This design comes from an exercise in tuning for small area, a short achievable clock period and few clock cycles per item on the open sky130 flow, not from production work. The RTL was checked by simulation tests, not by an equivalence proof against the original design. Power and IR drop assume default switching activity.

==> inputs of run a <==
Design Booth_v1, start of the top module:
module Booth_v1 #(parameter WIDTH=32)(clk, rst, start, multiplier, multiplicand, product, done);
    input clk, rst, start;
    input [WIDTH-1:0] multiplier, multiplicand;
    output [2*WIDTH-1:0] product;
    output reg done;
    wire [31:0] x = multiplicand;
    wire [31:0] y = multiplier;
    wire [63:0] p;
    wire one0 = y[0] ^ 1'b0;
    wire two0 = (y[1] & ~y[0] & ~1'b0) | (~y[1] & y[0] & 1'b0);
    wire neg0 = y[1];
    wire [32:0] pp0;
    assign pp0[0] = ((one0 & x[0]) | (two0 & 1'b0)) ^ neg0;
    assign pp0[1] = ((one0 & x[1]) | (two0 & x[0])) ^ neg0;
    assign pp0[2] = ((one0 & x[2]) | (two0 & x[1])) ^ neg0;
    assign pp0[3] = ((one0 & x[3]) | (two0 & x[2])) ^ neg0;
    assign pp0[4] = ((one0 & x[4]) | (two0 & x[3])) ^ neg0;
    assign pp0[5] = ((one0 & x[5]) | (two0 & x[4])) ^ neg0;
    assign pp0[6] = ((one0 & x[6]) | (two0 & x[5])) ^ neg0;
    assign pp0[7] = ((one0 & x[7]) | (two0 & x[6])) ^ neg0;
    assign pp0[8] = ((one0 & x[8]) | (two0 & x[7])) ^ neg0;
    assign pp0[9] = ((one0 & x[9]) | (two0 & x[8])) ^ neg0;
    assign pp0[10] = ((one0 & x[10]) | (two0 & x[9])) ^ neg0;
    assign pp0[11] = ((one0 & x[11]) | (two0 & x[10])) ^ neg0;
    assign pp0[12] = ((one0 & x[12]) | (two0 & x[11])) ^ neg0;
    assign pp0[13] = ((one0 & x[13]) | (two0 & x[12])) ^ neg0;
    assign pp0[14] = ((one0 & x[14]) | (two0 & x[13])) ^ neg0;
    assign pp0[15] = ((one0 & x[15]) | (two0 & x[14])) ^ neg0;
    assign pp0[16] = ((one0 & x[16]) | (two0 & x[15])) ^ neg0;
    assign pp0[17] = ((one0 & x[17]) | (two0 & x[16])) ^ neg0;
    assign pp0[18] = ((one0 & x[18]) | (two0 & x[17])) ^ neg0;
    assign pp0[19] = ((one0 & x[19]) | (two0 & x[18])) ^ neg0;
    assign pp0[20] = ((one0 & x[20]) | (two0 & x[19])) ^ neg0;
    assign pp0[21] = ((one0 & x[21]) | (two0 & x[20])) ^ neg0;
    assign pp0[22] = ((one0 & x[22]) | (two0 & x[21])) ^ neg0;
    assign pp0[23] = ((one0 & x[23]) | (two0 & x[22])) ^ neg0;
    assign pp0[24] = ((one0 & x[24]) | (two0 & x[23])) ^ neg0;
    assign pp0[25] = ((one0 & x[25]) | (two0 & x[24])) ^ neg0;
    assign pp0[26] = ((one0 & x[26]) | (two0 & x[25])) ^ neg0;
    assign pp0[27] = ((one0 & x[27]) | (two0 & x[26])) ^ neg0;
  ...
clock: 5.0 ns
lec_check: 0
abc_area: 1
cap_margin: 20
core_margin: 2
core_utilization: 50
slew_margin: 20
synth_hierarchical: 1
standard.sh (not shown) runs the stock make flow with config.mk's settings and CLKGATE_MAP_FILE= SYNTH_SCRIPT=/design/flow/synth_recipe.tcl, a recipe that flattens the netlist after the stock synthesis.
==> flow/flow/run.sh <==
#!/bin/bash
# Standard layout, except that the port buffers are sky130_fd_sc_hd__buf_2 instead of the
# delay buffer buffer_ports picks by default. Full tool output goes to standard.log.
set -euo pipefail
export BUFFER_PORTS_ARGS="-buffer_cell sky130_fd_sc_hd__buf_2"
bash standard.sh > standard.log 2>&1
==> inputs of run b, as changes to run a <==
--- a/flow/config.mk
+++ b/flow/config.mk
@@ -8,6 +8,7 @@
 export ABC_AREA = 1
 export CAP_MARGIN = 20
 export CORE_MARGIN = 2
-export CORE_UTILIZATION = 50
+export CORE_UTILIZATION = 65
+export SETUP_SLACK_MARGIN = 0.25
 export SLEW_MARGIN = 20
 export SYNTH_HIERARCHICAL = 1
==> inputs of run c, as changes to run a <==
--- a/flow/config.mk
+++ b/flow/config.mk
@@ -9,5 +9,8 @@
 export CAP_MARGIN = 20
 export CORE_MARGIN = 2
 export CORE_UTILIZATION = 50
+export GPL_ROUTABILITY_DRIVEN = 0
+export PLACE_DENSITY = 0.8
+export SETUP_SLACK_MARGIN = 0.25
 export SLEW_MARGIN = 20
 export SYNTH_HIERARCHICAL = 1
==> inputs of run d, as changes to run a <==
==> flow/flow/run.sh (replaced) <==
#!/bin/bash
# Standard layout, except that the port buffers are sky130_fd_sc_hd__buf_2 instead of the
# delay buffer buffer_ports picks by default, and that timing-driven global placement does not
# keep its trial buffering (GPL_KEEP_OVERFLOW=0); the later repair steps buffer and size as
# needed. Full tool output goes to standard.log; ORFS's own logs are under orfs/logs.
set -euo pipefail
export BUFFER_PORTS_ARGS="-buffer_cell sky130_fd_sc_hd__buf_2"
export GPL_KEEP_OVERFLOW=0
bash standard.sh > standard.log 2>&1
--- a/flow/config.mk
+++ b/flow/config.mk
@@ -9,5 +9,6 @@
 export CAP_MARGIN = 20
 export CORE_MARGIN = 2
 export CORE_UTILIZATION = 50
+export SETUP_SLACK_MARGIN = 0.25
 export SLEW_MARGIN = 20
 export SYNTH_HIERARCHICAL = 1
==> summary of the runs <==
- In run b the die area is smaller than in run a, by about 23%.
- Between run d and run b, the lower via count is in run b (gap about 1.5%, measured against run b).
- Of run d and run c, run c has the higher power (gap 1.2%, measured against run c).
- In clock skew, run b and run a do not differ.
- Fmax, lowest first: run a, run d, run c, run b.
- Routed wire length, lowest first: run c, run b, run a, run d.
- Of run a and run b, run a has the higher critical path depth (gap 2).
==> figures <==
item                                                       run a        run b        run d        run c
Result of the run               no timing/DRC/antenna violations  no timing/DRC/antenna violations  no timing/DRC/antenna violations  no timing/DRC/antenna violations
Y dimension of the die                                  228.7 µm     201.1 µm     228.7 µm     228.7 µm
Power share of the combinational group                     80.7%        80.7%        80.7%        81.0%
Met3 wire length                                        9.296 mm     11.05 mm     10.79 mm     10.78 mm
Post-Route WL                                           83.20 mm     82.10 mm     89.33 mm     78.99 mm
Final Cell Area                                      0.02825 mm²  0.02806 mm²  0.02846 mm²  0.02777 mm²
Post-detailed-route via-to-cell ratio                      6.128        6.686        6.689        6.519
M1 WL                                                   34.01 mm     31.93 mm     34.83 mm     28.25 mm
DR iter-0 viols                                             1779         2629         2444         2996
Fraction of standard cell area in multi-input logic       70.02%       71.99%       72.36%       72.06%
Die area                                             0.05232 mm²  0.04045 mm²  0.05232 mm²  0.05232 mm²
Ratio of layout area to synthesized area                 1.1185x      1.1111x      1.1268x      1.0995x
Power of the sequential group                            3.06 mW      3.07 mW      3.03 mW      3.03 mW
Post-layout worst setup margin                          150.5 ps     263.5 ps     159.4 ps     225.5 ps
Setup repair after global routing missed its margin        false         true         true         true
Testbench counts of run a, summed over its fixed seeds: cycles 2,400, items 2,400.
Testbench counts of run b, summed over its fixed seeds: cycles 2,400, items 2,400.
Testbench counts of run c, summed over its fixed seeds: cycles 2,400, items 2,400.
Testbench counts of run d, summed over its fixed seeds: cycles 2,400, items 2,400.

========
==> 04-26 <==
Starting RTL as in the previous note.
## Booth_v1
module Booth_v1 #(parameter WIDTH=32)(clk, rst, start, multiplier, multiplicand, product, done);
    input clk, rst, start;
    input [WIDTH-1:0] multiplier, multiplicand;
    output [2*WIDTH-1:0] product;
    output reg done;
    wire [31:0] x = multiplicand;
    wire [31:0] y = multiplier;
    wire [63:0] p;
    wire one0 = y[0] ^ 1'b0;
    wire two0 = (y[1] & ~y[0] & ~1'b0) | (~y[1] & y[0] & 1'b0);
    wire neg0 = y[1];
    wire [32:0] pp0;
    assign pp0[0] = ((one0 & x[0]) | (two0 & 1'b0)) ^ neg0;
    assign pp0[1] = ((one0 & x[1]) | (two0 & x[0])) ^ neg0;
    assign pp0[2] = ((one0 & x[2]) | (two0 & x[1])) ^ neg0;
    assign pp0[3] = ((one0 & x[3]) | (two0 & x[2])) ^ neg0;
    assign pp0[4] = ((one0 & x[4]) | (two0 & x[3])) ^ neg0;
    assign pp0[5] = ((one0 & x[5]) | (two0 & x[4])) ^ neg0;
    assign pp0[6] = ((one0 & x[6]) | (two0 & x[5])) ^ neg0;
    assign pp0[7] = ((one0 & x[7]) | (two0 & x[6])) ^ neg0;
    assign pp0[8] = ((one0 & x[8]) | (two0 & x[7])) ^ neg0;
    assign pp0[9] = ((one0 & x[9]) | (two0 & x[8])) ^ neg0;
    assign pp0[10] = ((one0 & x[10]) | (two0 & x[9])) ^ neg0;
    assign pp0[11] = ((one0 & x[11]) | (two0 & x[10])) ^ neg0;
    assign pp0[12] = ((one0 & x[12]) | (two0 & x[11])) ^ neg0;
    assign pp0[13] = ((one0 & x[13]) | (two0 & x[12])) ^ neg0;
    assign pp0[14] = ((one0 & x[14]) | (two0 & x[13])) ^ neg0;
  ...
export LEC_CHECK = 0
export ABC_AREA = 1
export CAP_MARGIN = 20
export CORE_MARGIN = 2
export CORE_UTILIZATION = 50
export SETUP_SLACK_MARGIN = 0.35
export SLEW_MARGIN = 20
export SYNTH_HIERARCHICAL = 1
create_clock -name core_clock -period 5.0 [get_ports {clk}]
==> flow/flow/run.sh <==
#!/bin/bash
# Standard layout, except that the port buffers are sky130_fd_sc_hd__buf_2 instead of the
# delay buffer buffer_ports picks by default. Full tool output goes to standard.log.
set -euo pipefail
export BUFFER_PORTS_ARGS="-buffer_cell sky130_fd_sc_hd__buf_2"
bash standard.sh > standard.log 2>&1
==> inputs of 09-28, as changes to 04-26 <==
==> flow/flow/run.sh (replaced) <==
#!/bin/bash
# Standard layout, except that the port buffers are sky130_fd_sc_hd__buf_2 instead of the
# delay buffer buffer_ports picks by default, and that global routing's repair step downsizes
# gates on paths with positive slack (ORFS's RECOVER_POWER). Full tool output goes to
# standard.log; ORFS's own logs are under orfs/logs.
set -euo pipefail
export BUFFER_PORTS_ARGS="-buffer_cell sky130_fd_sc_hd__buf_2"
export RECOVER_POWER=100
bash standard.sh > standard.log 2>&1
- SETUP_SLACK_MARGIN: 0.35 -> unset
==> inputs of 01-02, as changes to 04-26 <==
- PLACE_DENSITY: unset -> 0.8
- SETUP_SLACK_MARGIN: 0.35 -> 0.25
==> inputs of 05-12, as changes to 04-26 <==
- SETUP_SLACK_MARGIN: 0.35 -> 0.5
==> impl_results.md <==
- Number of setup buffers added after CTS: 0
- Final worst slack: approximately 0.12 ns
- Status: complete, but fails checks
- Initial antenna violation count: 1
- Comb. pwr: between 15 and 20 mW
- Max Cap Viol: 1
- Slew Limit Fails: 113
- Violated checks: capacitance limit, slew limit
the above is filed under 09-28

==> impl_results.md <==
- Slew Limit Fails: 0
- Number of setup buffers added after CTS: 4
- Final worst slack: 0.385 ns
- Status: no timing/DRC/antenna violations
- Initial antenna violation count: 0
- Multi-input logic area: about 21,000 sq um
the above is filed under 05-12

==> impl_results.md <==
- Final antenna-violating net count: 0
- Comb. pwr: between 15 and 20 mW
- Dominant synthesized flop cell: edfxtp_1
- Status: no timing/DRC/antenna violations
- Max Cap Viol: 0
- Number of setup buffers added after CTS: 5
- Slew Limit Fails: 0
- Slew headroom: 54.4%
- Initial antenna violation count: 0
the above is filed under 04-26

==> impl_results.md <==
- Max Cap Viol: 0
- Comb. pwr: about 16 mW
- Status: no timing/DRC/antenna violations
- Final worst slack: ~0.32 ns
- Initial antenna violation count: 3
- M2 GR Usage: approximately 49%
the above is filed under 01-02

Testbench counts of 04-26, summed over its fixed seeds: cycles 2,400, items 2,400.
Testbench counts of 09-28, summed over its fixed seeds: cycles 2,400, items 2,400.
Testbench counts of 01-02, summed over its fixed seeds: cycles 2,400, items 2,400.
Testbench counts of 05-12, summed over its fixed seeds: cycles 2,400, items 2,400.

## static timing again, ports no longer ideal
The results above use ideal ports. As a check the final layouts listed here were re-extracted and re-timed, cells and wires unchanged.
Step 1 sets driving cells, clkbuf_16 on the clock port and buf_2 on the other inputs (assumed; they add their load-dependent delay and slew).
Step 2 adds t to the input delays and takes it off the output delays; t is the mean of the earliest and latest rising clock arrival at the registers after step 1. Input paths then give back, and output paths get back, about the clock's delay inside the block.
a / b / c = ideal / step 1 / step 2; a / b = the first two.
run | shift t [ns] | setup WS [ns] | hold slack, ns | latest minus earliest clock arrival (ns) | worst data-port slew with drivers (ns)
run a | 0.467 | 0.151 / 0.188 / -0.278 | 0.477 / 0.477 / 0.477 | 0.018 / 0.017 | 0.07
run b | 0.454 | 0.264 / 0.293 / -0.160 | 0.469 / 0.469 / 0.469 | 0.025 / 0.025 | 0.15
run c | 0.481 | 0.225 / 0.257 / -0.224 | 0.474 / 0.474 / 0.474 | 0.037 / 0.036 | 0.18
run d | 0.471 | 0.159 / 0.035 / -0.436 | 0.470 / 0.470 / 0.470 | 0.022 / 0.022 | 0.24
04-26 | 0.457 | 0.256 / 0.292 / -0.164 | 0.473 / 0.473 / 0.473 | 0.020 / 0.019 | 0.05
09-28 | 0.467 | 0.118 / 0.152 / -0.315 | 0.482 / 0.482 / 0.482 | 0.018 / 0.018 | 0.07
01-02 | 0.464 | 0.324 / 0.332 / -0.131 | 0.499 / 0.499 / 0.499 | 0.017 / 0.017 | 0.15
05-12 | 0.463 | 0.385 / 0.384 / -0.079 | 0.472 / 0.472 / 0.472 | 0.014 / 0.013 | 0.07
For run d, which loses most, drivers alone change the setup slack by -0.124 ns; drivers and shift together by -0.595 ns.
